Source: an optimization exercise on an open RTL-to-GDS flow (aim: small area, a short achievable clock period and few clock cycles). Production flows keep margins and buffers that such runs may drop.
Where RTL was checked, it was by simulation tests only, not by an equivalence proof against the original.
The RTL of runs 3 to 6 was laid out without a check of its function.
Power and IR drop assume default switching activity.

File: design/flow/run.sh
#!/bin/bash
# synth_recipe.tcl (not shown) runs the flow's synth.tcl, then flattens the netlist and writes it again
# the make line also repeats each setting of config.mk as NAME=value (left out here)
make -C /OpenROAD-flow-scripts/flow DESIGN_CONFIG=/design/flow/config.mk WORK_HOME=/design/flow/orfs CLKGATE_MAP_FILE= SYNTH_SCRIPT=/design/flow/synth_recipe.tcl finish
File: design/flow/config.mk
export PLATFORM = sky130hd
export DESIGN_NAME = Top_lvl
export DESIGN_NICKNAME = Top_lvl
export VERILOG_FILES = /design/flow/design.v
export SDC_FILE = /design/flow/constraint.sdc
export NUM_CORES = 4
export LEC_CHECK = 0
export CAP_MARGIN = 20
export CORE_MARGIN = 2
export CORE_UTILIZATION = 40
export SLEW_MARGIN = 20
File: design/flow/constraint.sdc
create_clock -name core_clock -period 7.5 [get_ports {clk}]
set_input_delay 1.5000 -clock core_clock [delete_from_list [all_inputs] [get_ports {clk}]]
set_output_delay 1.5000 -clock core_clock [all_outputs]
set_load 0.01 [all_outputs]
File: design/flow/design.v
module FSM (clk,start,SNumel,kone,nc0,nc2,nc3,nc4,wg,
            ST_ENTERLOOP,ST_DECREMENTK,ST_GETIX,ST_GETSTACKIX,ST_GETnc,
            ST_GETWEIGHTW,ST_CHILD1,ST_CHILD2,ST_CHILD3,ST_CHILD4,ST_DONESTAGE);
input clk,start,SNumel,kone,nc0,nc2,nc3,nc4,wg;
output ST_ENTERLOOP,ST_DECREMENTK,ST_GETIX,ST_GETSTACKIX,ST_GETnc,
       ST_GETWEIGHTW,ST_CHILD1,ST_CHILD2,ST_CHILD3,ST_CHILD4,ST_DONESTAGE;
parameter START     = 12'b000000000001,
          ENTERLOOP = 12'b000000000010,
          DECREMENTK= 12'b000000000100,
          GETIX     = 12'b000000001000,
          GETSTACKIX= 12'b000000010000,
          GETnc     = 12'b000000100000,
          GETWEIGHTW= 12'b000001000000,
          CHILD1    = 12'b000010000000,
          CHILD2    = 12'b000100000000,
          CHILD3    = 12'b001000000000,
          CHILD4    = 12'b010000000000,
          DONESTAGE = 12'b100000000000;
reg [11:0] state,nstate;
always @(posedge clk)
if(start) state<=ENTERLOOP;
else state<=nstate;
assign ST_ENTERLOOP = (state==ENTERLOOP);
assign ST_DECREMENTK= (state==DECREMENTK);
assign ST_GETIX     = (state==GETIX);
assign ST_GETSTACKIX= (state==GETSTACKIX);
assign ST_GETnc     = (state==GETnc);
assign ST_GETWEIGHTW= (state==GETWEIGHTW);
assign ST_CHILD1    = (state==CHILD1);
assign ST_CHILD2    = (state==CHILD2);
assign ST_CHILD3    = (state==CHILD3);
assign ST_CHILD4    = (state==CHILD4);
assign ST_DONESTAGE = (state==DONESTAGE);
always @(*)
begin
nstate=START;
case(state)
START:      nstate=START;
ENTERLOOP:  if(SNumel) nstate=DECREMENTK; else nstate=GETIX;
DECREMENTK: if(kone) nstate=DONESTAGE; else nstate=ENTERLOOP;
GETIX:      nstate=GETSTACKIX;
GETSTACKIX: nstate=GETnc;
GETnc:      nstate=GETWEIGHTW;
GETWEIGHTW: nstate=CHILD1;
CHILD1:     if(wg || nc0 || !nc2) nstate=ENTERLOOP; else nstate=CHILD2;
CHILD2:     if(nc3) nstate=CHILD3; else nstate=ENTERLOOP;
CHILD3:     if(nc4) nstate=CHILD4; else nstate=ENTERLOOP;
CHILD4:     nstate=ENTERLOOP;
DONESTAGE:  nstate=DONESTAGE;
default:    nstate=START;
endcase
end
endmodule
module Datapath #(parameter C = 4,D=8)(clk,start,data,
            ST_ENTERLOOP,ST_DECREMENTK,ST_GETIX,ST_GETSTACKIX,ST_GETnc,
            ST_GETWEIGHTW,ST_CHILD1,ST_CHILD2,ST_CHILD3,ST_CHILD4,ST_DONESTAGE,
            SNumel,kone,nc0,nc2,nc3,nc4,wg,addres,wpathmin,pathm);
input clk,start;
input [17:0] data;
input ST_ENTERLOOP,ST_DECREMENTK,ST_GETIX,ST_GETSTACKIX,ST_GETnc,
      ST_GETWEIGHTW,ST_CHILD1,ST_CHILD2,ST_CHILD3,ST_CHILD4,ST_DONESTAGE;
output SNumel,kone,nc0,nc2,nc3,nc4,wg;
output reg [17:0] addres;
output reg [14:0] wpathmin;
output [17:0] pathm;
reg [3:0] k;
reg [3:0] nextk;                   
reg [2:0] STACK_IX [1:D];          
reg [2:0] STACK_NUMEL [1:D];       
reg [17:0] STACK_ADRS [0:D*C-1];   
reg [14:0] wpath [1:D];            
reg [17:0] path [1:D];             
reg [17:0] pathmin [1:D];          
reg [3:0] minnodes;                
reg [2:0] nc;
reg [11:0] w;
reg [17:0] adrs;
reg [3:0] outk;                    
integer i;
wire [2:0] ixk = STACK_IX[k];
wire [4:0] rdix = {k[2:0]-3'd1, ixk[1:0]-2'd1};
wire [4:0] wrbase = {k[2:0], 2'b00};    
assign SNumel = (STACK_NUMEL[nextk]==0);
assign kone   = (k==1);
assign nc0    = (nc==0);
assign nc2    = (nc>=2);
assign nc3    = (nc>=3);
assign nc4    = (nc>=4);
assign wg     = (wpath[k]>wpathmin);
assign pathm  = (outk<=minnodes) ? pathmin[outk] : 18'h3FFFF;
always @(posedge clk) begin
if(start) begin
    nextk<=1;
    wpathmin<=15'h7FFF;
    minnodes<=0;
    addres<=0;
    for(i=1;i<=D;i=i+1) begin STACK_IX[i]<=1; STACK_NUMEL[i]<=1; end
    for(i=0;i<D*C;i=i+1) STACK_ADRS[i]<=0;
end
else begin
    if(ST_ENTERLOOP) k<=nextk;
    if(ST_DECREMENTK) begin
        nextk<=k-1;
        outk<=1;
    end
    if(ST_GETIX) begin
        adrs<=STACK_ADRS[rdix];
        addres<=STACK_ADRS[rdix];
        path[k]<=STACK_ADRS[rdix];
        STACK_IX[k]<=STACK_IX[k]+1;
        STACK_NUMEL[k]<=STACK_NUMEL[k]-1;
    end
    if(ST_GETSTACKIX) addres<=adrs+2;
    if(ST_GETnc) begin
        w<=data[11:0];
        addres<=adrs+3;
    end
    if(ST_GETWEIGHTW) begin
        nc<=data[2:0];
        if(k==1) wpath[k]<={3'b000,w};
        else wpath[k]<=wpath[k-1]+{3'b000,w};
        addres<=adrs+4;
    end
    if(ST_CHILD1) begin
        addres<=adrs+5;
        if(!wg) begin
            if(nc==0) begin
                if(wpath[k]<wpathmin) begin
                    wpathmin<=wpath[k];
                    minnodes<=k;
                    for(i=1;i<=D;i=i+1) pathmin[i]<=path[i];
                end
            end
            else begin
                nextk<=k+1;
                STACK_IX[k+1]<=1;
                STACK_NUMEL[k+1]<=nc;
                STACK_ADRS[wrbase]<=data;
            end
        end
    end
    if(ST_CHILD2) begin
        addres<=adrs+6;
        STACK_ADRS[wrbase+1]<=data;
    end
    if(ST_CHILD3) STACK_ADRS[wrbase+2]<=data;
    if(ST_CHILD4) STACK_ADRS[wrbase+3]<=data;
    if(ST_DONESTAGE) if(outk<=D) outk<=outk+1;
end
end
endmodule  
module Top_lvl (clk,start,mem_addr,mem_data,MIN_WEIGHT,MIN_PATH_NODES,donee);
input clk,start;
output [17:0] mem_addr;
input [17:0] mem_data;
output reg [14:0] MIN_WEIGHT;
output reg [17:0] MIN_PATH_NODES;  
output reg donee;
wire ST_ENTERLOOP,ST_DECREMENTK,ST_GETIX,ST_GETSTACKIX,ST_GETnc,
     ST_GETWEIGHTW,ST_CHILD1,ST_CHILD2,ST_CHILD3,ST_CHILD4,ST_DONESTAGE;
wire SNumel,kone,nc0,nc2,nc3,nc4,wg;
wire [17:0] pathm;
wire [14:0] wpathmin;
Datapath d(.clk(clk),.start(start),.data(mem_data),
  .ST_ENTERLOOP(ST_ENTERLOOP),.ST_DECREMENTK(ST_DECREMENTK),.ST_GETIX(ST_GETIX),
  .ST_GETSTACKIX(ST_GETSTACKIX),.ST_GETnc(ST_GETnc),.ST_GETWEIGHTW(ST_GETWEIGHTW),
  .ST_CHILD1(ST_CHILD1),.ST_CHILD2(ST_CHILD2),.ST_CHILD3(ST_CHILD3),.ST_CHILD4(ST_CHILD4),
  .ST_DONESTAGE(ST_DONESTAGE),
  .SNumel(SNumel),.kone(kone),.nc0(nc0),.nc2(nc2),.nc3(nc3),.nc4(nc4),.wg(wg),
  .addres(mem_addr),.wpathmin(wpathmin),.pathm(pathm));
FSM f(.clk(clk),.start(start),.SNumel(SNumel),.kone(kone),.nc0(nc0),.nc2(nc2),.nc3(nc3),.nc4(nc4),.wg(wg),
  .ST_ENTERLOOP(ST_ENTERLOOP),.ST_DECREMENTK(ST_DECREMENTK),.ST_GETIX(ST_GETIX),
  .ST_GETSTACKIX(ST_GETSTACKIX),.ST_GETnc(ST_GETnc),.ST_GETWEIGHTW(ST_GETWEIGHTW),
  .ST_CHILD1(ST_CHILD1),.ST_CHILD2(ST_CHILD2),.ST_CHILD3(ST_CHILD3),.ST_CHILD4(ST_CHILD4),
  .ST_DONESTAGE(ST_DONESTAGE));
always @(posedge clk) begin
if(start) donee<=0;
else begin
  donee<=ST_DONESTAGE;
  if(ST_DONESTAGE) begin
    MIN_PATH_NODES<=pathm;
    MIN_WEIGHT<=wpathmin;
  end
end
end
endmodule  
==> impl_metrics.ini, run 1 <==
[global_routing]
grt_pass1_vias = 33900
gr-total-overflow = 0
antenna_found_initial = 10
track_usage_pct = 22.4
grt_first_pass_wirelength_mm = 227
grt_start_max_net_pins = 82

[power_and_ir_drop]
clock_power_share_pct = 41.9
leakage_nw = 21.8
fin_total_pwr_mw = 15.0
power_switching_mw = 3.69
swShare_pct = 24.6
power_density_nw_per_um2 = 246
p_seq_share_pct = 50.0
peakVddDrop_mv = 0.195
p_int_mw = 11.3
comb_power_share_pct = 8.1

[timing]
tightest_slew_ns = 1.18
fin_crit_sh_pct = 80.2
finalWorstPathRequiredPeriod_ns = 6.02
fmax_mhz = 166
finalSetupViolations = 0
clock_skew_ns = 0.0280
finalHoldViolCount = 0
rsz0062_at_grt = no
fin_ws_ns = 1.48
final_max_slew_viol_count = 0
max_slew_margin_pct = 21.2
final.setup.tns_ns = 0

[place]
gp_congestion = 0.915
dp_hpwl_mm = 94.3
numPortBuffers = 71
dpl_cell_area_um2 = 56700
post-place-ws_ns = 1.54

[final_layout]
design_area_um2 = 61000
post-route-util_pct = 45.7
areaGrowthSynthToFinish_pct = 13.3
drive_gt1_share_pct = 11.8
nNetsFinal = 4332

[synth]
synth.distinct_cells = 85
synth_edf_count = 1138
syn-num-nets = 4297
ys_seq_area_share_pct = 65.6
ys_ff_latch = 1196
yosysWarnings = 22
synth_top_area_share_pct = 63.5
syn_area_per_cell_um2 = 12.7
synth_ff_type = edfxtp_1
synth_common_cells = 1138 x edfxtp_1, 625 x nand2_1, 570 x and2_1
synth_largest_area_cell = edfxtp_1
synth_area_um2 = 53800
synth_cells = 4227
ys_top_cells_by_area = edfxtp_1 63%, and2_1 6.6%, nand2_1 4.4%
yosysMostFrequentCell = edfxtp_1
async_reset_ff_share_pct = 0

[run]
max_cap_violations = 0

[floorplanning]
coreArea_um2 = 133000
dieArea_um2 = 138000
dieHeight_um = 371
dieWidth_um = 371
rows = 134
start_util_pct = 40.3
boundaryPins = 72

[cts]
cts_root_buffer = clkbuf_16
htreeDepth = 4
clk_pin_slew_ns = 0.06
post_cts_resized = 0
cts_tree = yes
cts_buffer_depth = 3
clkLatencyLatePin_ns = 0.76
numClockSinks = 1196
numCtsBuffers = 130
postCtsHoldBufs = 0
postCtsSetupBuffers = 0

[setup_path]
cp-end-kind = flip-flop
critical_path_required_ns = 7.91
worstPathArrival_ns = 6.42
crit_fanout = 33
crit_type = reg2reg
start_kind = flip-flop

[routing]
route.detailed.wl_per_inst_um = 25.1
routed_wl_mm = 154
dr.pass1.iters = 6
num_vias = 35100
dr.first_iter.drc_count = 4269
viasPerCell = 5.73
drc = 0
ant_nets = 0

[status]
status = no timing/DRC/antenna violations

[hold_path]
hp-class = reg2reg
[flip-flops by register name, summed over array words and instances (netlist names), 3 cells and up, named ones only]
| register | flops |
|---|---|
| d.STACK_ADRS | 576 |
| d.nc | 3 |
| f.state | 12 |
| d.adrs | 18 |
| MIN_PATH_NODES | 18 |
| d.addres | 18 |
| d.wpathmin | 15 |
| d.wpath | 120 |
| d.pathmin | 144 |
| d.outk | 4 |
| d.STACK_NUMEL | 48 |
| d.path | 144 |
| d.w | 12 |
| d.STACK_IX | 32 |
| MIN_WEIGHT | 15 |
| d.k | 4 |
| d.nextk | 4 |
| d.minnodes | 4 |
[metrics by stage]
step	cells	hold slack, ns
3_3_place_gp	5894	0.400
5_1_grt	6133	0.402
2_1_floorplan	4227	0.400
4_1_cts	6130	0.394
6_report	6134	0.395
3_5_place_dp	5895	0.405
[cell type report]
cell class	count	area (um2)
clock inverter	80	763
clock buffer	155	3380
multi-input combinational	2677	17300
timing repair buffer	206	1840
sequential	1196	35300
antenna	1	2.50
inverter	51	193
tap	1768	2210
fill	12000	72500
[per-layer routing]
layer | part of all wire, % | global-route usage, %
met2 | 46 | 34.9
met5 | 0 | 0
met3 | 8.5 | 3.75
met1 | 42 | 31.2
met4 | 3.7 | 8.69
[power by group through the flow]
stage          Combinational, mW  Sequential [mW]  Clock, mW
2_1_floorplan              0.710             7.60          0
5_1_grt                     1.29             7.50       6.62
3_5_place_dp                1.20             7.63          0
4_1_cts                     1.20             7.49       6.37
6_report                    1.21             7.49       6.29
3_3_place_gp                1.19             7.63          0
[critical path: stages (launching register included)]
cell,delay (ns)
dfxtp_4,0.75
mux4_2,0.59
mux2_2,0.29
ha_1,0.30
and4_1,0.18
and4_1,0.22
nand3_1,0.10
o21bai_2,0.22
a31oi_2,0.52
or4_2,0.99
o31ai_1,0.16
a222oi_1,0.90
or2_1,0.26
nand2_1,0.17
[path summary, 6_finish.rpt]
kind	startpoint	to	slack, ns	cells after the start
worst max register to register	flip-flop	d.STACK_NUMEL[6][0]	1.48	13
worst max-delay path	flip-flop	d.STACK_NUMEL[6][0]	1.48	13
worst min register to register	d.path[8][6]	d.pathmin[8][6]	0.40	0
worst min-delay path	d.path[8][6]	d.pathmin[8][6]	0.40	0
[layout by cell type, fill, tap and decap left out, drive strengths merged, types with 27 or more instances in the layout]
cell and instances:
edfxtp 1138, nand2 625, and2 571, nor2 212, nand3 168, a21oi 157, clkbuf 155, buf 137
o21ai 109, mux4 86, clkdlybuf4s50 69, and3 69, inv 60, a22oi 59, dfxtp 58, clkinv 57
ha 49, nor3 48, mux2i 47, a31oi 42, a311oi 32, xnor2 31, xor2 27, mux2 27
[cells by family (layout without fill, tap and decap cells)]
group           count (synthesis)  count (layout)  synth area share (%)
mux                           160             160                  5.04
buf+inv                       354             492                  2.88
flops                        1196            1196                  65.6
xor+xnor                       58              58                 0.944
other cells                     0               1                     0
compound gates                610             610                  7.71
fa+ha+maj                      50              50                  1.18
simple gates                 1799            1799                  16.6
Testbench counts, summed over its fixed seeds: cycles 40,905.
==> run 2, diff against run 1 <==
==> design/flow/design.v (replaced) <==
module Top_lvl (clk,start,mem_addr,mem_data,MIN_WEIGHT,MIN_PATH_NODES,donee);
input clk,start;
output [17:0] mem_addr;
input [17:0] mem_data;
output [14:0] MIN_WEIGHT;
output [17:0] MIN_PATH_NODES;  
output reg donee;
localparam V0=3'd0, V1=3'd1, V2=3'd2, FIN=3'd3, WK=3'd4, WK2=3'd5, DONE=3'd6;
reg [2:0] st;
reg [3:0] d;             
reg [17:0] x;            
reg [14:0] wcur;         
reg [14:0] bud;          
reg [14:0] wx;           
reg [14:0] wmin;         
reg [17:0] best;         
reg [3:0] bd;            
reg [3:0] oc;            
reg [17:0] S [1:7];      
reg [1:0]  R [1:7];      
reg [14:0] W [1:7];      
reg tv;
reg [2:0] T;
integer l;
always @* begin
  tv = 1'b0; T = 3'd1;
  for (l = 1; l <= 7; l = l + 1)
    if (l < d && R[l] != 2'd0) begin tv = 1'b1; T = l; end
end
wire [2:0] bdm1 = bd[2:0] - 3'd1;    
wire [2:0] ridx = (st == DONE) ? oc[2:0] - 3'd1 : T;
wire [17:0] sT = S[ridx];
wire [14:0] WT = W[T];
wire [11:0] w = mem_data[11:0];
wire [2:0] nc = mem_data[2:0];
wire prune = ({3'b000, w} >= bud);
wire [14:0] wsum = wcur + {3'b000, w};
wire leaf1 = !prune && d[3];             
wire end1 = prune || d[3];
wire end2 = (nc == 3'd0);
reg [17:0] addr;
always @* begin
  case (st)
    V0:  addr = mem_data;
    V1:  addr = end1 ? sT : x + 18'd2;
    V2:  addr = end2 ? sT : x + 18'd3;
    FIN: addr = best + 18'd1;
    WK2: addr = x;
    default: addr = sT;
  endcase
end
assign mem_addr = start ? 18'd0 : addr;
assign MIN_WEIGHT = wmin;
assign MIN_PATH_NODES = (oc == 4'd1) ? 18'd0 : (oc > bd) ? 18'h3FFFF : sT;
always @(posedge clk) begin
  if (start) begin
    st <= V1; d <= 4'd1; x <= 18'd0; wcur <= 15'd0;
    bud <= 15'h7FFF; wmin <= 15'h7FFF; donee <= 1'b0;
  end else begin
    case (st)
      V0: begin
        x <= mem_data;
        bud <= wmin - wcur;
        st <= V1;
      end
      V1: begin
        wx <= wsum;
        if (leaf1) begin wmin <= wsum; best <= x; bd <= d; end
        if (!end1) st <= V2;
      end
      V2: begin
        if (end2) begin
          wmin <= wx; best <= x; bd <= d;
        end else begin
          S[d[2:0]] <= x + 18'd4;
          R[d[2:0]] <= nc - 3'd1;
          W[d[2:0]] <= wx;
          wcur <= wx;
          d <= d + 4'd1;
          st <= V0;
        end
      end
      FIN: begin
        if (bd >= 4'd2) S[bdm1] <= best;
        if (bd >= 4'd3) begin d <= bd - 4'd1; st <= WK; end
        else begin st <= DONE; donee <= 1'b1; oc <= 4'd1; end
      end
      WK: begin
        S[d[2:0] - 3'd1] <= mem_data;
        if (d == 4'd2) begin st <= DONE; donee <= 1'b1; oc <= 4'd1; end
        else begin x <= mem_data + 18'd1; d <= d - 4'd1; st <= WK2; end
      end
      WK2: st <= WK;
      default: if (oc <= 4'd8) oc <= oc + 4'd1;
    endcase
    if ((st == V1 && end1) || (st == V2 && end2)) begin
      if (tv) begin
        S[T] <= sT + 18'd1;
        R[T] <= R[T] - 2'd1;
        W[T] <= WT;
        d <= {1'b0, T} + 4'd1;
        wcur <= WT;
        st <= V0;
      end else st <= FIN;
    end
  end
end
endmodule  
==> run 2 against run 1 <==
  * Non-clock buffer count decreased by 64
  * Clock skew shrank 0.0028 ns
  * Synthesized area down 63%
  * Hold slack better by 0.084 ns
  * Fmax down 9.9%
  * Sequential share of layout area decreased by 14 points
  * Via count down 54%
  * Die area is 62% lower
  * Clock power fell by 68%
  * Clock-buffer cell count shrank 100
  * Largest cell class unchanged
  * Still clean
  * Routed wire length shrank 60%
==> impl_metrics.ini, run 2 <==
[cts]
clkLatencyLatePin_ns = 0.57
postCtsSetupBuffers = 0
post_cts_resized = 0
numClockSinks = 359
htreeDepth = 2
postCtsHoldBufs = 0
cts_root_buffer = clkbuf_16
clk_pin_slew_ns = 0.06
numCtsBuffers = 41
cts_tree = yes
cts_buffer_depth = 3

[run]
max_cap_violations = 0

[timing]
finalWorstPathRequiredPeriod_ns = 6.68
final.setup.tns_ns = 0
rsz0062_at_grt = no
tightest_slew_ns = 1.03
fmax_mhz = 150
clock_skew_ns = 0.0252
max_slew_margin_pct = 30.6
fin_crit_sh_pct = 89.0
final_max_slew_viol_count = 0
finalSetupViolations = 0
finalHoldViolCount = 0

[synth]
async_reset_ff_share_pct = 0
synth_area_um2 = 19900
synth_ff_type = edfxtp_1
syn-num-nets = 2120
syn_area_per_cell_um2 = 9.80
yosysWarnings = 1
ys_ff_latch = 359
synth_cells = 2035
synth_largest_area_cell = edfxtp_1
yosysMostFrequentCell = nand2_1
synth_common_cells = 303 x nand2_1, 288 x edfxtp_1, 191 x nor2_1
synth_edf_count = 288
synth.distinct_cells = 82
synth_top_area_share_pct = 43.4
ys_seq_area_share_pct = 50.5
ys_top_cells_by_area = edfxtp_1 43%, dfxtp_1 7.1%, nand2_1 5.7%

[global_routing]
gr-total-overflow = 0
grt_first_pass_wirelength_mm = 95.1
grt_pass1_vias = 15500
track_usage_pct = 24.3
grt_start_max_net_pins = 52
antenna_found_initial = 0

[power_and_ir_drop]
fin_total_pwr_mw = 9.82
power_density_nw_per_um2 = 430
clock_power_share_pct = 20.4
leakage_nw = 8.17
swShare_pct = 44.0
p_int_mw = 5.50
comb_power_share_pct = 50.9
peakVddDrop_mv = 0.300
power_switching_mw = 4.33
p_seq_share_pct = 28.6

[routing]
dr.pass1.iters = 5
dr.first_iter.drc_count = 1412
drc = 0
routed_wl_mm = 62.3
viasPerCell = 5.84
ant_nets = 0
num_vias = 16200
route.detailed.wl_per_inst_um = 22.4

[setup_path]
critical_path_required_ns = 6.00
cp-end-kind = output pin
crit_fanout = 15
max_stage_delay_ns = 0.62
reg2reg_depth = 15
path_depth = 11
crit_type = reg2out
start_kind = flip-flop
critPathTopFamily = compound AO/OA/AOI/OAI gates
crit_path_cell_trace = ha_1 -> o32ai_1 -> nand2_1 -> a311oi_1 -> nor2_1 -> buf_4 -> a311oi_1 -> or3_1 -> a221oi_1 -> a221oi_1 -> clkdlybuf4s50_1
crit_start = d[0]
worstPathArrival_ns = 5.18
reg2reg_from = d[0]
cp_num_buf_inv = 2
crit_path_top_delay_cell = clkdlybuf4s50_1

[place]
dp_hpwl_mm = 42.6
numPortBuffers = 71
gp_congestion = 0.985
dpl_cell_area_um2 = 21500

[final_layout]
nNetsFinal = 2166
diodes = 0
largest_register = S
final_cell_mix = 303 x nand2_1, 288 x edfxtp_1, 184 x nor2_1, 118 x a21oi_1, 98 x o21ai_0
fillCellCount = 4659
top_regs = S (126), W (105)
design_area_um2 = 22900
largest_reg_flops = 126
layout_commonest_cell = nand2_1
areaGrowthSynthToFinish_pct = 14.6
drive_gt1_share_pct = 9.04

[hold_path]
holdPathStages = 2
hp-class = reg2reg
hold_start = bud[5]

[floorplanning]
rows = 81
dieHeight_um = 227
dieWidth_um = 227
dieArea_um2 = 51600
start_util_pct = 40.6
boundaryPins = 72
coreArea_um2 = 49100

[status]
status = no timing/DRC/antenna violations
[run 2: kinds of logic (layout without fill, tap and decap cells)]
kind of cell	count (synthesis)	in the layout	share of synthesized area (%)
fa+ha+maj	65	65	4.16
mux	48	48	2.63
flops	359	359	50.5
simple gates	726	726	16.2
compound gates	516	516	17.3
xor+xnor	113	113	4.96
buf+inv	208	285	4.21
[run 2: area by class of cell]
class | count | area (um2) | area share, %
Inverter | 69 | 259 | 1.13
Timing Repair Buffer | 142 | 1240 | 5.41
Tap cell | 664 | 831 | 3.64
Sequential cell | 359 | 10100 | 44.1
Clock inverter | 19 | 196 | 0.860
Multi-Input combinational cell | 1468 | 9110 | 39.9
Clock buffer | 55 | 1150 | 5.03
[run 2: final timing paths]
check | endpoint | slack [ns]
setup / recovery | mem_addr[2] | 0.82
hold / removal | bud[5] | 0.48
setup reg to reg | S[6][16] | 2.11
hold reg to reg | bud[5] | 0.48
[run 2: power groups by stage]
stage	Clock (mW)	Sequential [mW]	Combinational (mW)
floorplan	0	2.68	3.28
global placement	0	2.84	4.92
detailed placement	0	2.84	4.96
CTS	2.04	2.80	4.98
global route	2.11	2.84	5.43
finish	2.01	2.81	5.00
[run 2: worst reg2reg max path, cell delays in order, from the launching register on]
cell      delay [ns]
dfxtp_1         0.41
ha_1            0.32
o32ai_1         0.37
nand2_1         0.50
a311oi_1        0.52
nor2_1          0.27
a311oi_1        0.27
a221oi_1        0.08
buf_4           0.22
inv_1           0.13
ha_1            0.24
inv_1           0.08
nor3_2          0.43
nand2_1         0.21
o21a_1          0.23
o31ai_1         0.80
[run 2: layer usage]
metal	track usage, %	up-vias	share of wire (%)
li1	-	7579	-
met3	3.82	126	6.8
met2	39.2	583	46
met4	8.81	0	3.5
met1	33.0	7913	43
met5	0	-	0
[run 2: through the flow]
step	setup WS [ns]	instances	utilization, %	hold WS [ns]
finish	0.822	2776	46.6	0.479
global route	0.580	2776	46.6	0.533
CTS	0.871	2775	46.6	0.479
detailed placement	0.990	2701	43.8	0.465
global placement	1.03	2701	43.8	0.457
floorplan	2.00	2035	-	0.406
Testbench counts of run 2, summed over its fixed seeds: cycles 14,360.
==> run 3, diff against run 2 <==
==> design/flow/design.v (replaced) <==
module Top_lvl (clk,start,mem_addr,mem_data,MIN_WEIGHT,MIN_PATH_NODES,donee);
input clk,start;
output [17:0] mem_addr;
input [17:0] mem_data;
output [14:0] MIN_WEIGHT;
output [17:0] MIN_PATH_NODES;  
output reg donee;
localparam V0=3'd0, V1=3'd1, V2=3'd2, WK=3'd3, DN=3'd4;
reg [2:0] st;
reg [3:0] d;             
reg [17:0] x;            
reg [14:0] wcur;         
reg [14:0] wmin;         
reg [17:0] best;         
reg [3:0] bd;            
reg [3:0] oc;            
reg [17:0] nx;           
reg [2:0] T;             
reg tv;                  
reg [17:0] S [1:7];      
reg [1:0]  R [1:7];      
reg [14:0] W [1:7];      
reg tv2;
reg [2:0] T2;
integer l;
always @* begin
  tv2 = 1'b0; T2 = 3'd1;
  for (l = 1; l <= 7; l = l + 1)
    if (l < T && R[l] != 2'd0) begin tv2 = 1'b1; T2 = l; end
end
wire [2:0] ridx = donee ? oc[2:0] - 3'd1 : T2;
wire [17:0] sr = S[ridx];
wire [1:0] RT = R[T];
wire [11:0] w = mem_data[11:0];
wire [2:0] nc = mem_data[2:0];
wire [14:0] bud = wmin - wcur;
wire prune = ({3'b000, w} >= bud);
wire [14:0] wsum = wcur + {3'b000, w};
wire leaf1 = !prune && d[3];             
wire end1 = prune || d[3];
wire end2 = (nc == 3'd0);
wire fin = (st == V1 && end1) || (st == V2 && end2);    
wire leaf = (st == V1) ? leaf1 : 1'b1;   
wire [17:0] bst = leaf ? x : best;
wire [3:0] bdn = leaf ? d : bd;
reg [17:0] addr;
always @* begin
  case (st)
    V0:  addr = mem_data;
    V1:  addr = end1 ? (tv ? nx : bst + 18'd1) : x + 18'd2;
    V2:  addr = end2 ? (tv ? nx : bst + 18'd1) : x + 18'd3;
    WK:  addr = mem_data + 18'd1;
    default: addr = nx;
  endcase
end
assign mem_addr = start ? 18'd0 : addr;
assign MIN_WEIGHT = wmin;
assign MIN_PATH_NODES = (oc == 4'd1) ? 18'd0 : (oc > bd) ? 18'h3FFFF : sr;
reg sw, rw, ww;
reg [2:0] si;
reg [17:0] sd;
reg [1:0] rd;
always @* begin
  sw = 1'b0; rw = 1'b0; ww = 1'b0; si = d[2:0]; sd = x + 18'd4; rd = nc[1:0] - 2'd1;
  if (st == V2 && !end2) begin sw = 1'b1; rw = 1'b1; ww = 1'b1; end
  if (fin && tv) begin sw = 1'b1; rw = 1'b1; si = T; sd = nx + 18'd1; rd = RT - 2'd1; end
  if (fin && !tv) begin sw = (bdn >= 4'd2); si = bdn[2:0] - 3'd1; sd = bst; end
  if (st == WK) begin sw = 1'b1; si = d[2:0] - 3'd1; sd = mem_data; end
end
always @(posedge clk) begin
  if (sw) S[si] <= sd;
  if (rw) R[si] <= rd;
  if (ww) W[si] <= wcur;
end
always @(posedge clk) begin
  if (start) begin
    st <= V1; d <= 4'd1; x <= 18'd0; wcur <= 15'd0;
    wmin <= 15'h7FFF; donee <= 1'b0; tv <= 1'b0;
  end else begin
    case (st)
      V0: begin
        x <= mem_data;
        st <= V1;
      end
      V1: begin
        wcur <= wsum;
        if (!end1) st <= V2;
      end
      V2: if (!end2) begin
        d <= d + 4'd1;
        st <= V0;
        if (nc[2:1] != 2'b00) begin nx <= x + 18'd4; T <= d[2:0]; tv <= 1'b1; end
      end
      WK: begin
        d <= d - 4'd1;
        if (d == 4'd3) begin donee <= 1'b1; oc <= 4'd1; end
        if (d == 4'd2) begin st <= DN; oc <= 4'd2; end
      end
      default: if (oc <= 4'd8) oc <= oc + 4'd1;
    endcase
    if (fin) begin
      if (leaf) begin wmin <= (st == V1) ? wsum : wcur; best <= x; bd <= d; end
      if (tv) begin
        d <= {1'b0, T} + 4'd1;
        wcur <= W[T];
        st <= V0;
        if (RT == 2'd1) begin nx <= sr; T <= T2; tv <= tv2; end
        else nx <= nx + 18'd1;
      end else begin
        d <= bdn - 4'd1;
        if (bdn >= 4'd3) begin
          st <= WK;
          if (bdn == 4'd3) begin donee <= 1'b1; oc <= 4'd1; end
        end else begin
          st <= DN; donee <= 1'b1; oc <= 4'd1;
        end
      end
    end
  end
end
endmodule  
--- a/design/flow/config.mk
+++ b/design/flow/config.mk
@@ -5,7 +5,9 @@
 export SDC_FILE = /design/flow/constraint.sdc
 export NUM_CORES = 4
 export LEC_CHECK = 0
+export ABC_CLOCK_PERIOD_IN_PS = 4500
 export CAP_MARGIN = 20
 export CORE_MARGIN = 2
 export CORE_UTILIZATION = 40
+export SETUP_SLACK_MARGIN = 2.5
 export SLEW_MARGIN = 20
==> run 3 against run 2 <==
  * Setup slack got worse by 0.094 ns
  * Critical path depth increased by 14
  * Die area up 0.44%
  * Utilization rose by 6.9 points
==> impl_metrics.ini, run 3 <==
[status]
status = no timing/DRC/antenna violations

[place]
dp_hpwl_mm = 45.2
gp_congestion = 0.958
post-place-ws_ns = 0.580
dpl_cell_area_um2 = 22100
numPortBuffers = 71

[synth]
syn_area_per_cell_um2 = 10.1
synth_top_area_share_pct = 44.1
synth_ff_type = edfxtp_1
yosysWarnings = 1
synth.distinct_cells = 83
synth_area_um2 = 20000
synth_largest_area_cell = edfxtp_1
syn-num-nets = 2073
ys_top_cells_by_area = edfxtp_1 44%, dfxtp_1 6.0%, nand2_1 5.1%
yosysMostFrequentCell = edfxtp_1
synth_common_cells = 294 x edfxtp_1, 270 x nand2_1, 147 x nor2_1
ys_seq_area_share_pct = 50.1
synth_cells = 1987
ys_ff_latch = 354
synth_edf_count = 294
async_reset_ff_share_pct = 0

[timing]
rsz0062_at_grt = yes
fmax_mhz = 148
finalWorstPathRequiredPeriod_ns = 6.77
final.setup.tns_ns = 0
finalHoldViolCount = 0
max_slew_margin_pct = 29.6
clock_skew_ns = 0.0375
final_max_slew_viol_count = 0
fin_crit_sh_pct = 90.3
fin_ws_ns = 0.728
finalSetupViolations = 0
holdWs_ns = 0.528
tightest_slew_ns = 1.06

[global_routing]
grt_pass1_vias = 16300
track_usage_pct = 26.8
grt_start_max_net_pins = 50
gr-usage-met1_pct = 38.1
grt_util_met3_pct = 6.96
grtUsageMet2_pct = 40.1
gr-total-overflow = 0
gr-max-usage-layer = met2
antenna_found_initial = 2
grt_first_pass_wirelength_mm = 106

[hold_path]
hold_start = wmin[11]
hp-class = reg2reg
hold-path-endpoint = wmin[11]
holdPathStages = 1

[cts]
clk_pin_slew_ns = 0.06
cts_root_buffer = clkbuf_16
numClockSinks = 354
htreeDepth = 2
clkLatencyLatePin_ns = 0.59
numCtsBuffers = 39
cts_buffer_depth = 3
cts_tree = yes

[final_layout]
design_area_um2 = 26300
post-route-util_pct = 53.5
layout_commonest_cell = edfxtp_1
nNetsFinal = 2276
top_regs = S (126), W (105)
final_cell_mix = 294 x edfxtp_1, 261 x nand2_1, 142 x buf_4, 141 x nor2_1, 117 x a21oi_1
largest_register = S
multiInputGateArea_um2 = 10700
largest_reg_flops = 126
areaGrowthSynthToFinish_pct = 31.2
regArea_um2 = 10000
fillCellCount = 4225
drive_gt1_share_pct = 25.3

[floorplanning]
dieHeight_um = 228
rows = 81
boundaryPins = 72
dieArea_um2 = 51900
coreArea_um2 = 49200
start_util_pct = 40.7
dieWidth_um = 228

[routing]
num_vias = 17600
dr.first_iter.drc_count = 1891
dr.pass1.iters = 7
drc = 0
viasPerCell = 6.10
ant_nets = 0
routed_wl_mm = 74.1
route.detailed.wl_per_inst_um = 25.7

[setup_path]
reg2reg_depth = 34
cp-end-kind = output pin
start_kind = flip-flop
r2r_end = S[2][8]
reg2reg_from = wcur[1]
r2r_slack_ns = 1.61
crit_type = reg2out
crit_fanout = 6
worstPathArrival_ns = 5.27
critical_path_required_ns = 6.00

[power_and_ir_drop]
peakVddDrop_mv = 0.225
power_density_nw_per_um2 = 430
leakage_nw = 9.41

[run]
max_cap_violations = 0
==> run 3: changes by cell type after synthesis, sizes merged, moves of 23 or more <==
cell and change:
nor3 +38, a211oi -37, mux2i +25, nand2 -33, a21oi +23, nor2 -43
==> run 3: worst max path at each step <==
stage | start | end | slack, ns
after floorplan | wcur[1] | mem_addr[10] | 1.63
after global placement | mem_data[0] | mem_addr[10] | 0.58
after detailed placement | mem_data[0] | mem_addr[10] | 0.58
after CTS | wmin[0] | mem_addr[10] | 0.77
after global routing | wmin[0] | mem_addr[10] | 0.50
final | wcur[7] | mem_addr[10] | 0.73
==> run 3: final cells by class <==
cell class,instances,area share (%)
sequential,354,38.2
antenna,1,0.00952
timing repair buffer,292,12.1
clock inverter,21,0.862
inverter,57,0.838
clock buffer,50,3.91
tap,664,3.16
multi-input combinational,1446,40.8
==> run 3: per-stage QoR <==
stage / total power [mW] / std cells
2_1_floorplan: 6.08 / 1987
3_3_place_gp: 7.67 / 2660
3_5_place_dp: 7.77 / 2662
4_1_cts: 10.5 / 2825
5_1_grt: 11.8 / 2884
6_report: 11.3 / 2885
==> run 3: kinds of logic after synthesis <==
family	after synthesis	share of synthesized area, %
AO/OA/AOI/OAI	516	16.9
flip-flops	354	50.1
adder cells (fa/ha/maj)	66	4.24
multiplexers	81	5.39
XOR/XNOR	97	4.36
buffers and inverters	194	3.67
AND/OR/NAND/NOR	679	15.4
==> run 3: timing repair <==
item                       CTS  global route
setup endpoints to repair  409           414
pin swaps                   60            46
hold buffers                 0             0
gates cloned                18             7
resized for setup          232           122
buffers inserted            74            50
==> run 3: where the power goes <==
part           internal (mW)  switching (mW)  leakage, nW
clock network           1.06           0.870        0.603
registers               2.70           0.321         3.21
logic                   2.60            3.73         5.59
==> run 3: worst max-delay path: stages (launching register included) <==
cell	delay [ns]
dfxtp_1	0.43
inv_1	0.08
ha_2	0.32
a21oi_2	0.19
nand2_1	0.12
o21ai_2	0.17
nand2b_1	0.10
a21oi_2	0.15
xor2_1	0.18
ha_1	0.28
a21oi_2	0.16
o21ai_2	0.09
nor3_2	0.18
a21oi_2	0.10
o22a_2	0.29
a31oi_4	0.25
nor2_4	0.06
buf_12	0.15
o21ai_4	0.20
ha_4	0.21
nand3_4	0.09
nor3_4	0.28
o22ai_2	0.12
xor2_1	0.18
o22ai_2	0.15
buf_2	0.16
==> run 3: routing by layer <==
metal,up-vias,routed length [um]
met1,8662,30900
met5,-,0
met4,0,2410
met2,922,33200
met3,151,7550
li1,7858,-
==> run 4, diff against run 3 <==
==> design/flow/config.mk (replaced) <==
export PLATFORM = sky130hd
export DESIGN_NAME = Top_lvl
export DESIGN_NICKNAME = Top_lvl
export VERILOG_FILES = /design/flow/design.v
export SDC_FILE = /design/flow/constraint.sdc
export NUM_CORES = 4
export LEC_CHECK = 0
export CAP_MARGIN = 20
export CORE_MARGIN = 2
export CORE_UTILIZATION = 40
export SLEW_MARGIN = 20
==> run 4 against run 3 <==
  * Still clean on timing, DRC and antenna
  * Clock skew rose by 0.0072 ns
  * Combinational power fell by 27%
  * Hold slack got worse by 0.038 ns
  * Clock-buffer cell count did not move
  * Via count fell by 6.3%
  * First-iteration DRC count fell by 9.6%
  * Largest power group unchanged
==> impl_metrics.ini, run 4 <==
[power_and_ir_drop]
swShare_pct = 42.9
comb_power_share_pct = 47.9
peakVddDrop_mv = 0.237
power_switching_mw = 4.12
leakage_nw = 8.16
p_int_mw = 5.48
power_density_nw_per_um2 = 413
p_seq_share_pct = 31.4
clock_power_share_pct = 20.7

[final_layout]
fillCellCount = 4582
diodes = 0
final_cell_mix = 294 x edfxtp_1, 268 x nand2_1, 146 x nor2_1, 135 x a21oi_1, 100 x o21ai_0
areaGrowthSynthToFinish_pct = 16.2
layout_commonest_cell = edfxtp_1
largest_register = S
largest_reg_flops = 126
top_regs = S (126), W (105)
drive_gt1_share_pct = 12.7
nNetsFinal = 2130

[global_routing]
grt_first_pass_wirelength_mm = 98.2
gr-total-overflow = 0
antenna_found_initial = 0
grt_pass1_vias = 15300
grt_start_max_net_pins = 68
track_usage_pct = 24.7

[timing]
clock_skew_ns = 0.0447
tightest_slew_ns = 1.13
fmax_mhz = 138
finalHoldViolCount = 0
max_slew_margin_pct = 24.6
fin_ws_ns = 0.273
finalSetupViolations = 0
final_max_slew_viol_count = 0
holdWs_ns = 0.490
finalWorstPathRequiredPeriod_ns = 7.23
fin_crit_sh_pct = 96.4
rsz0062_at_grt = yes
final.setup.tns_ns = 0

[setup_path]
reg2reg_depth = 27
crit_type = reg2out
cp-end-kind = output pin
r2r_end = S[3][12]
start_kind = flip-flop
reg2reg_from = wcur[0]
r2r_slack_ns = 0.86
worstPathArrival_ns = 5.73
critical_path_required_ns = 6.00
crit_fanout = 18

[floorplanning]
coreArea_um2 = 49200
dieWidth_um = 228
dieArea_um2 = 51900
start_util_pct = 40.7
boundaryPins = 72
dieHeight_um = 228
rows = 81

[cts]
cts_buffer_depth = 3
postCtsHoldBufs = 0
cts_root_buffer = clkbuf_16
cts_tree = yes
htreeDepth = 2
numCtsBuffers = 40
numClockSinks = 354
clk_pin_slew_ns = 0.06
clkLatencyLatePin_ns = 0.60

[routing]
dr.pass1.iters = 6
routed_wl_mm = 65.5
route.detailed.wl_per_inst_um = 23.9
drc = 0
num_vias = 16500
dr.first_iter.drc_count = 1710
viasPerCell = 6.02
ant_nets = 0

[synth]
synth_cells = 1987
synth_edf_count = 294
synth_ff_type = edfxtp_1
synth.distinct_cells = 83
synth_common_cells = 294 x edfxtp_1, 270 x nand2_1, 147 x nor2_1
synth_top_area_share_pct = 44.1
synth_area_um2 = 20000
synth_largest_area_cell = edfxtp_1
syn_area_per_cell_um2 = 10.1
async_reset_ff_share_pct = 0
yosysWarnings = 1
ys_ff_latch = 354
yosysMostFrequentCell = edfxtp_1
ys_top_cells_by_area = edfxtp_1 44%, dfxtp_1 6.0%, nand2_1 5.1%
syn-num-nets = 2073
ys_seq_area_share_pct = 50.1

[place]
dp_hpwl_mm = 44.4
numPortBuffers = 71
post-place-ws_ns = 0.157
gp_congestion = 0.946

[hold_path]
hp-class = reg2reg
hold_start = wmin[0]
holdPathStages = 1
hold-path-endpoint = wmin[0]

[status]
status = no timing/DRC/antenna violations

[run]
max_cap_violations = 0
## run 4: worst max-delay path by stage
stage           startpoint            to  slack [ns]  cells after the start
3_3_place_gp   mem_data[4]  mem_addr[10]        0.28                     16
2_1_floorplan      wcur[1]       S[3][0]        0.89                     26
4_1_cts            wcur[0]  mem_addr[10]        0.01                     24
5_1_grt            wmin[0]   mem_addr[4]       -0.02                     23
6_report           wcur[0]   mem_addr[4]        0.27                     22
3_5_place_dp   mem_data[4]  mem_addr[10]        0.16                     16
## run 4: area by class of cell
type	count	area (um2)	area share [%]
sequential	354	10000	43.1
clock inverter	23	239	1.03
tap	664	831	3.57
multi-input combinational	1439	9510	40.9
inverter	57	214	0.919
timing repair buffer	152	1360	5.83
clock buffer	50	1090	4.68
## run 4: stage by stage
step | utilization [%] | area, um2 | power [mW] | std cells
after global routing | 47.3 | 23300 | 10.1 | 2739
after global placement | 44.2 | 21700 | 7.42 | 2661
final | 47.3 | 23300 | 9.61 | 2739
after CTS | 47.0 | 23100 | 9.52 | 2734
after floorplan | - | 20000 | 5.80 | 1987
after detailed placement | 44.2 | 21700 | 7.49 | 2661
## run 4: critical path, cell delays in order (launching register included)
cell             delay, ns
dfxtp_2               0.38
ha_1                  0.24
fa_1                  0.40
nand2b_1              0.21
a21oi_2               0.21
nor2b_1               0.10
o21bai_1              0.13
a21oi_1               0.09
xor2_1                0.16
ha_1                  0.30
a21oi_1               0.06
o21ai_0               0.21
o21ai_0               0.15
a21oi_2               0.24
o22a_2                0.26
buf_4                 0.14
nand4_4               0.27
a21oi_4               0.25
buf_6                 0.22
o21a_1                0.15
a21oi_1               0.04
o22ai_1               0.33
clkdlybuf4s50_1       0.61
## run 4: kinds of logic (layout without fill, tap and decap cells)
group                      after synthesis  after routing  share of synthesized area [%]
muxes                                   81             81                           5.39
buffers and inverters                  194            282                           3.67
DFF                                    354            354                           50.1
and+or+nand+nor                        679            679                           15.4
AOI/OAI and AO/OA                      516            516                           16.9
xor gates and xnor gates                97             97                           4.36
adders and majority gates               66             66                           4.24
## run 4: power groups by stage
stage               clock network, mW  registers, mW  logic (mW)
floorplan                           0           2.90        2.90
global placement                    0           3.02        4.40
detailed placement                  0           3.04        4.46
CTS                              2.03           3.00        4.49
global route                     2.10           3.05        4.98
finish                           1.99           3.01        4.61
## run 4: what timing repair did
action,CTS,global route
cloned,0,0
pin swaps,0,6
gates resized for setup,8,37
setup endpoints to repair,5,18
setup buffers,0,5
## run 4: layer usage
layer	up-vias	share of wire, %	GRT usage [%]	routed length, um
met5	-	0	0	0
met4	0	1.4	4.81	934
met3	73	8.7	4.51	5700
met2	714	44	37.1	28700
met1	8189	46	37.2	30200
li1	7512	-	-	-
==> run 5, diff against run 4 <==
==> design/flow/design.v (replaced) <==
module Top_lvl (clk,start,mem_addr,mem_data,MIN_WEIGHT,MIN_PATH_NODES,donee);
input clk,start;
output [17:0] mem_addr;
input [17:0] mem_data;
output [14:0] MIN_WEIGHT;
output [17:0] MIN_PATH_NODES;  
output reg donee;
localparam V0=3'd0, V1=3'd1, V2=3'd2, WK=3'd3, DN=3'd4, FIN=3'd5;
reg [2:0] st;
reg [3:0] d;             
reg [17:0] x;            
reg [14:0] wcur;         
reg [14:0] bud;          
reg [14:0] wmin;         
reg [17:0] best;         
reg [3:0] bd;            
reg [3:0] oc;            
reg [17:0] nx;           
reg [2:0] T;             
reg tv;                  
reg [17:0] S [1:7];      
reg [1:0]  R [1:7];      
reg [14:0] W [1:7];      
reg tv2;
reg [2:0] T2;
integer l;
always @* begin
  tv2 = 1'b0; T2 = 3'd1;
  for (l = 1; l <= 7; l = l + 1)
    if (l < T && R[l] != 2'd0) begin tv2 = 1'b1; T2 = l; end
end
wire [2:0] bdm1 = bd[2:0] - 3'd1;       
wire [2:0] ridx = donee ? oc[2:0] - 3'd1 : T2;
wire [17:0] sr = S[ridx];
wire [1:0] RT = R[T];
wire [17:0] nx1 = nx + 18'd1;           
wire [17:0] xk = x + {16'd0, 1'b1, st == V2};    
wire [17:0] best1 = best + 18'd1;       
wire [11:0] w = mem_data[11:0];
wire [2:0] nc = mem_data[2:0];
wire prune = (bud[14:12] == 3'd0) && (w >= bud[11:0]);
wire [14:0] wsum = wcur + {3'b000, w};
wire end1 = prune || d[3];              
wire end2 = (nc == 3'd0);
wire v1 = (st == V1), v2 = (st == V2);
wire fin = (v1 && end1) || (v2 && end2);    
wire leaf = fin && !(v1 && prune);          
wire over = (fin && !tv && !leaf) || (st == FIN);    
reg [17:0] addr;
always @* begin
  if (st == V0) addr = mem_data;
  else if (st == WK) addr = mem_data + 18'd1;
  else if (!(v1 || v2) || fin) addr = tv ? nx1 : best1;
  else addr = xk;
end
assign mem_addr = start ? 18'd0 : addr;
assign MIN_WEIGHT = wmin;
assign MIN_PATH_NODES = (oc == 4'd1) ? 18'd0 : (oc > bd) ? 18'h3FFFF : sr;
reg sw, rw, ww;
reg [2:0] si;
reg [17:0] sd;
reg [1:0] rd;
always @* begin
  sw = 1'b0; rw = 1'b0; ww = 1'b0; si = d[2:0]; sd = xk; rd = nc[1:0] - 2'd1;
  if (v2 && !end2) begin sw = 1'b1; rw = 1'b1; ww = 1'b1; end
  if (fin && tv) begin sw = 1'b1; rw = 1'b1; si = T; sd = nx1; rd = RT - 2'd1; end
  if (over) begin sw = (bd >= 4'd2); si = bdm1; sd = best; end
  if (st == WK) begin sw = 1'b1; si = d[2:0] - 3'd1; sd = mem_data; end
end
always @(posedge clk) begin
  if (sw) S[si] <= sd;
  if (rw) R[si] <= rd;
  if (ww) W[si] <= wcur;
end
always @(posedge clk) begin
  if (start) begin
    st <= V1; d <= 4'd1; x <= 18'd0; wcur <= 15'd0;
    bud <= 15'h7FFF; wmin <= 15'h7FFF; donee <= 1'b0; tv <= 1'b0;
  end else begin
    case (st)
      V0: begin
        x <= mem_data;
        bud <= wmin - wcur;
        st <= V1;
      end
      V1: begin
        wcur <= wsum;
        if (!end1) st <= V2;
      end
      V2: if (!end2) begin
        d <= d + 4'd1;
        st <= V0;
        if (nc[2:1] != 2'b00) begin nx <= xk; T <= d[2:0]; tv <= 1'b1; end
      end
      WK: begin
        d <= d - 4'd1;
        if (d == 4'd3) begin donee <= 1'b1; oc <= 4'd1; end
        if (d == 4'd2) begin st <= DN; oc <= 4'd2; end
      end
      DN: if (oc <= 4'd8) oc <= oc + 4'd1;
      default: ;
    endcase
    if (leaf) begin wmin <= v1 ? wsum : wcur; best <= x; bd <= d; end
    if (fin) begin
      if (tv) begin
        d <= {1'b0, T} + 4'd1;
        wcur <= W[T];
        st <= V0;
        if (RT == 2'd1) begin nx <= sr; T <= T2; tv <= tv2; end
        else nx <= nx1;
      end else if (leaf) st <= FIN;
    end
    if (over) begin
      d <= bd - 4'd1;
      if (bd >= 4'd3) begin
        st <= WK;
        if (bd == 4'd3) begin donee <= 1'b1; oc <= 4'd1; end
      end else begin
        st <= DN; donee <= 1'b1; oc <= 4'd1;
      end
    end
  end
end
endmodule  
--- a/design/flow/config.mk
+++ b/design/flow/config.mk
@@ -8,4 +8,5 @@
 export CAP_MARGIN = 20
 export CORE_MARGIN = 2
 export CORE_UTILIZATION = 40
+export SETUP_SLACK_MARGIN = 3.0
 export SLEW_MARGIN = 20
==> run 5 against run 4 <==
  * Fmax rose by 35%
  * Combinational power fell by 8.0%
  * Critical path depth fell by 8
  * Setup slack improved by 1.9 ns
  * Register-to-register slack improved by 2.9 ns
  * Flip-flop and latch count rose by 15
  * Global-route usage fell by 0.73 points
  * Routed wire length fell by 7.6%
  * Critical path type is now in2out
  * Critical endpoint is now mem_addr[0]
  * Largest cell class unchanged
  * Highest routed layer unchanged
==> impl_metrics.ini, run 5 <==
[floorplanning]
dieHeight_um = 224
rows = 80
start_util_pct = 40.5
coreArea_um2 = 47800
dieWidth_um = 224
dieArea_um2 = 50300
boundaryPins = 72

[setup_path]
crit_fanout = 3
start_kind = input pin
worstPathArrival_ns = 3.86
cp-end-kind = output pin
reg2reg_depth = 13
critical_path_required_ns = 6.00
crit_type = in2out
r2r_slack_ns = 3.74
r2r_end = S[7][0]
reg2reg_from = bud[2]

[final_layout]
final_cell_mix = 294 x edfxtp_1, 184 x nand2_1, 155 x nor2_1, 113 x buf_4, 94 x a21oi_1
largest_reg_flops = 126
diodes = 0
top_regs = S (126), W (105)
nNetsFinal = 2046
drive_gt1_share_pct = 23.5
layout_commonest_cell = edfxtp_1
largest_register = S
design_area_um2 = 24000
areaGrowthSynthToFinish_pct = 23.6

[cts]
cts_buffer_depth = 3
numCtsBuffers = 40
htreeDepth = 2
clkLatencyLatePin_ns = 0.58
cts_tree = yes
numClockSinks = 369
cts_root_buffer = clkbuf_16
postCtsHoldBufs = 0
clk_pin_slew_ns = 0.06

[power_and_ir_drop]
leakage_nw = 8.64
peakVddDrop_mv = 0.181
fin_total_pwr_mw = 9.26
power_density_nw_per_um2 = 386

[synth]
syn-num-nets = 1881
synth_area_um2 = 19400
async_reset_ff_share_pct = 0
synth_top_area_share_pct = 45.5
yosysWarnings = 1
yosysMostFrequentCell = edfxtp_1
synth_ff_type = edfxtp_1
synth_largest_area_cell = edfxtp_1
synth_common_cells = 294 x edfxtp_1, 192 x nand2_1, 174 x nor2_1
syn_area_per_cell_um2 = 10.8
synth_edf_count = 294
synth_cells = 1800
ys_top_cells_by_area = edfxtp_1 46%, dfxtp_1 7.7%, mux4_2 4.3%
synth.distinct_cells = 79
ys_seq_area_share_pct = 53.3
ys_ff_latch = 369

[timing]
clock_skew_ns = 0.0356
fin_ws_ns = 2.14
rsz0062_at_grt = yes
finalSetupViolations = 0
finalWorstPathRequiredPeriod_ns = 5.36
fin_crit_sh_pct = 71.5
final_max_slew_viol_count = 0
finalHoldViolCount = 0
max_slew_margin_pct = 28.7
fmax_mhz = 187
final.setup.tns_ns = 0
tightest_slew_ns = 1.06

[global_routing]
grt_first_pass_wirelength_mm = 91.7
track_usage_pct = 24.0
antenna_found_initial = 1
grt_start_max_net_pins = 65
gr-total-overflow = 0
grt_pass1_vias = 14900

[place]
numPortBuffers = 71
dp_hpwl_mm = 38.3
gp_congestion = 0.929
dpl_cell_area_um2 = 21100
post-place-ws_ns = 0.977

[routing]
dr.pass1.iters = 6
viasPerCell = 6.00
ant_nets = 0
dr.first_iter.drc_count = 1518
num_vias = 15700
route.detailed.wl_per_inst_um = 23.2
drc = 0
routed_wl_mm = 60.6

[hold_path]
hold-path-endpoint = bud[14]
hp-class = reg2reg
hold_start = bud[14]
holdPathStages = 2

[status]
status = no timing/DRC/antenna violations

[run]
max_cap_violations = 0
==> run 5: changes by cell type in the layout (fill, tap and decap cells not counted), sizes merged, moves of 22 or more <==
cell and delta:
nand2 -78, nand3 -25, clkdlybuf4s50 -40, nor2 +26, a21oi -30, xnor2 -22
a211oi +23, buf +118
==> run 5: critical path: stages <==
cell and delay [ns]:
buf_6 0.09, buf_6 0.12, ha_4 0.26, and4_4 0.27
a21oi_4 0.07, a21oi_4 0.20, a211oi_4 0.07, buf_6 0.14
a21oi_4 0.23, buf_12 0.14, mux2_4 0.30, a211oi_2 0.20
a211oi_2 0.07, buf_2 0.18
==> run 5: through the flow <==
stage | util (%) | instances | hold WS [ns]
after floorplan | - | 1800 | 0.406
after global placement | 44.1 | 2425 | 0.444
after detailed placement | 44.1 | 2425 | 0.461
after CTS | 49.6 | 2597 | 0.478
after global routing | 50.1 | 2612 | 0.500
final | 50.1 | 2612 | 0.475
==> run 5: cells by family (layout without fill, tap and decap cells) <==
family / after synthesis / count (layout) / synth area share [%]
and+or+nand+nor: 592 / 593 / 14.0
AOI/OAI and AO/OA: 468 / 472 / 15.8
DFF: 369 / 369 / 53.3
buffers and inverters: 165 / 357 / 3.52
xor gates and xnor gates: 73 / 73 / 3.30
muxes: 72 / 72 / 6.16
adders and majority gates: 61 / 61 / 4.01
==> run 5: layout make-up <==
type,instances,area (um2)
clock buffer,52,1060
fill,4265,23900
sequential,369,10300
inverter,61,231
multi-input combinational,1271,9510
tap,615,769
clock inverter,22,228
timing repair buffer,222,1850
==> run 5: worst max-delay path by stage <==
| stage | from | to | slack, ns | cells past startpoint |
|---|---|---|---|---|
| 3_3_place_gp | mem_data[5] | mem_addr[0] | 1.03 | 10 |
| 6_report | mem_data[10] | mem_addr[0] | 2.14 | 14 |
| 4_1_cts | mem_data[9] | mem_addr[0] | 2.15 | 14 |
| 2_1_floorplan | mem_data[2] | S[2][0] | 2.52 | 10 |
| 3_5_place_dp | mem_data[0] | mem_addr[10] | 0.98 | 12 |
| 5_1_grt | mem_data[10] | mem_addr[0] | 2.08 | 14 |
==> run 5: routing by layer <==
metal,global-route usage [%],wire [um],vias up
met4,7.22,1680,0
li1,-,-,7116
met2,36.1,26600,762
met3,3.93,5340,113
met5,0,0,-
met1,35.4,27000,7672
==> run 5: power breakdown <==
part	internal [mW]	switching [mW]	total, mW	leakage, nW
Combinational	1.70	2.54	4.24	4.69
Sequential	2.78	0.293	3.07	3.34
Clock	1.11	0.837	1.95	0.617
==> run 5: what timing repair did <==
action | 4_1_cts | 5_1_grt
pin swaps | 74 | 32
gates resized for setup | 330 | 31
buffers inserted | 93 | 15
endpoints found under the setup margin | 433 | 170
cloned | 5 | 0
==> run 6, diff against run 5 <==
--- a/design/flow/config.mk
+++ b/design/flow/config.mk
@@ -8,5 +8,4 @@
 export CAP_MARGIN = 20
 export CORE_MARGIN = 2
 export CORE_UTILIZATION = 40
-export SETUP_SLACK_MARGIN = 3.0
 export SLEW_MARGIN = 20
==> run 6 against run 5 <==
  * Critical path depth fell by 3
  * Sequential share of layout area rose by 3.1 points
  * Clock power is 9% higher
  * Hold slack got worse by 0.011 ns
  * Cell count decreased by 3.9%
  * Flip-flop and latch count did not move
  * Utilization is 3.4 points lower
  * Power is 7.6% lower
  * Synthesized area unchanged
  * Combinational power decreased by 21%
  * Clock skew shrank 0.012 ns
  * Global-route usage fell by 1.1 points
  * Largest cell class unchanged
  * Largest power group unchanged
==> impl_metrics.ini, run 6 <==
[status]
status = no timing/DRC/antenna violations

[power_and_ir_drop]
power_density_nw_per_um2 = 383
clock_power_share_pct = 24.9
swShare_pct = 38.5
p_int_mw = 5.26
p_seq_share_pct = 35.8
power_switching_mw = 3.29
comb_power_share_pct = 39.3
peakVddDrop_mv = 0.156
leakage_nw = 7.94

[place]
gp_congestion = 0.976
dp_hpwl_mm = 39.4
numPortBuffers = 71

[synth]
async_reset_ff_share_pct = 0
synth_ff_type = edfxtp_1
yosysMostFrequentCell = edfxtp_1
synth_common_cells = 294 x edfxtp_1, 192 x nand2_1, 174 x nor2_1
synth.distinct_cells = 79
synth_area_um2 = 19400
synth_cells = 1800
yosysWarnings = 1
synth_top_area_share_pct = 45.5
syn_area_per_cell_um2 = 10.8
syn-num-nets = 1881
ys_top_cells_by_area = edfxtp_1 46%, dfxtp_1 7.7%, mux4_2 4.3%
synth_edf_count = 294
synth_largest_area_cell = edfxtp_1
ys_ff_latch = 369
ys_seq_area_share_pct = 53.3

[final_layout]
final_cell_mix = 294 x edfxtp_1, 191 x nand2_1, 172 x nor2_1, 108 x a21oi_1, 81 x o21ai_0
fillCellCount = 4340
top_regs = S (126), W (105)
nNetsFinal = 1943
layout_commonest_cell = edfxtp_1
largest_register = S
drive_gt1_share_pct = 11.2
areaGrowthSynthToFinish_pct = 15.3
largest_reg_flops = 126

[global_routing]
grt_pass1_vias = 14300
track_usage_pct = 22.8
grt_start_max_net_pins = 60
antenna_found_initial = 3
gr-total-overflow = 0
grt_first_pass_wirelength_mm = 87.5

[routing]
dr_wl_met2_mm = 24.5
route.met3.wl_mm = 5.41
ant_nets = 0
route.detailed.wl_per_inst_um = 22.8
viasPerCell = 5.95
met1_length_mm = 25.5
num_vias = 14900
routed_wl_mm = 57.3
drc = 0
dr.first_iter.drc_count = 1520
dr.pass1.iters = 5
top_layer = met5

[timing]
final.setup.tns_ns = 0
rsz0062_at_grt = no
fmax_mhz = 148
final_max_slew_viol_count = 0
tightest_slew_ns = 1.08
finalWorstPathRequiredPeriod_ns = 6.77
holdWs_ns = 0.464
fin_crit_sh_pct = 90.3
clock_skew_ns = 0.0238
finalHoldViolCount = 0
max_slew_margin_pct = 27.8
finalSetupViolations = 0

[cts]
htreeDepth = 2
clkLatencyLatePin_ns = 0.58
postCtsHoldBufs = 0
numCtsBuffers = 40
post_cts_resized = 0
cts_root_buffer = clkbuf_16
postCtsSetupBuffers = 0
cts_tree = yes
numClockSinks = 369
cts_buffer_depth = 3
clk_pin_slew_ns = 0.06

[setup_path]
crit_type = in2out
cp-end-kind = output pin
start_kind = input pin
critical_path_required_ns = 6.00
r2r_end = S[3][14]
worstPathArrival_ns = 5.27
reg2reg_depth = 12
crit_end = mem_addr[8]
crit_fanout = 11
r2r_slack_ns = 3.20
crit_start = mem_data[11]
reg2reg_from = st[1]

[floorplanning]
dieHeight_um = 224
boundaryPins = 72
dieArea_um2 = 50300
dieWidth_um = 224
start_util_pct = 40.5
rows = 80
coreArea_um2 = 47800

[run]
max_cap_violations = 0

[hold_path]
hp-class = reg2reg
==> run 6: cell count changes in the layout (fill, tap and decap cells not counted), moves of 17 or more <==
cell,delta
a211oi_1,+20
a211oi_2,-18
buf_2,-41
buf_4,-60
buf_6,-37
clkdlybuf4s50_1,+48
nor2_1,+17
==> run 6: kinds of logic after synthesis <==
family,Yosys count,synth area share [%]
AO/OA/AOI/OAI,468,15.8
XOR/XNOR,73,3.30
adder cells (fa/ha/maj),61,4.01
buffers and inverters,165,3.52
flip-flops,369,53.3
multiplexers,72,6.16
AND/OR/NAND/NOR,592,14.0
==> run 6: layout make-up <==
type                       count  area, um2  share of cell area, %
sequential                   369      10300                   46.2
multi-input combinational   1266       8500                   38.0
timing repair buffer         124       1100                   4.94
clock buffer                  46       1030                   4.62
tap                          615        769                   3.44
clock inverter                28        387                   1.73
inverter                      61        229                   1.02
antenna                        1       2.50                 0.0112
==> run 6: power groups by stage <==
stage          Clock [mW]  Sequential, mW  Combinational, mW
2_1_floorplan           0            2.98               2.15
3_3_place_gp            0            3.08               3.26
3_5_place_dp            0            3.10               3.30
4_1_cts              2.16            3.06               3.32
5_1_grt              2.24            3.10               3.65
6_report             2.13            3.06               3.36
==> run 6: how the worst min path moves through the flow <==
stage	start	end	cells after the start
after floorplan	d[2]	bd[2]	0
after CTS	bud[13]	bud[13]	2
after detailed placement	bud[13]	bud[13]	2
after global routing	x[0]	best[0]	0
final	bud[13]	bud[13]	2
after global placement	x[0]	best[0]	0
==> run 6: critical path, cell delays in order <==
cell and delay, ns:
clkdlybuf4s50_1 0.53, ha_1 0.36, and4_1 0.19, a21oi_1 0.19
a21oi_1 0.16, a211oi_2 0.59, a21oi_2 0.36, nor2_1 0.17
o31ai_1 0.09, a211oi_1 0.46, clkdlybuf4s50_1 0.64
==> run 6: layer usage <==
metal	global-route usage [%]	vias up
met4	7.52	2
met3	5.78	106
li1	-	6891
met5	0	-
met2	33.3	628
met1	33.2	7298
==> run 6: per-stage QoR <==
| stage | setup slack, ns | total power, mW | area (um2) | utilization (%) | cells |
|---|---|---|---|---|---|
| final | 0.730 | 8.56 | 22400 | 46.7 | 2510 |
| after global routing | 0.522 | 9.00 | 22400 | 46.7 | 2509 |
| after CTS | 0.730 | 8.54 | 22300 | 46.7 | 2509 |
| after detailed placement | 0.773 | 6.40 | 20900 | 43.7 | 2435 |
| after global placement | 0.835 | 6.34 | 20900 | 43.7 | 2435 |
| after floorplan | 2.40 | 5.13 | 19400 | - | 1800 |

## static timing again, ports no longer ideal
Ports are ideal in the flow. The routed layouts listed here were re-timed in OpenROAD. Step 1: set_driving_cell puts a clkbuf_16 on clk and a buf_2 on each other input, an assumption about the parent block. Step 2 times the ports against the registers' clock, not the clock port: input delays grow and output delays shrink by t, the midpoint of the rising clock arrivals with the driver on. Slacks: ideal / step 1 / step 2; pairs: ideal / step 1.
| run | t (ns) | setup WS [ns] | worst slew at a driven data input, ns | pins driven straight from the clock port |
|---|---|---|---|---|
| run 1 | 0.816 | 1.482 / 1.482 / 1.482 | 0.03 | 1 |
| run 2 | 0.621 | 0.822 / 0.763 / 0.933 | 0.04 | 1 |
| run 3 | 0.627 | 0.728 / 0.672 / 0.942 | 0.04 | 1 |
| run 4 | 0.631 | 0.273 / 0.218 / 0.740 | 0.04 | 1 |
| run 5 | 0.615 | 2.140 / 2.109 / 2.109 | 0.06 | 1 |
| run 6 | 0.625 | 0.730 / 0.705 / 0.705 | 0.04 | 1 |
After both steps setup and hold are still met in every run listed. For run 5, which loses most, drivers alone change the setup slack by -0.031 ns; drivers and shift together by -0.031 ns.
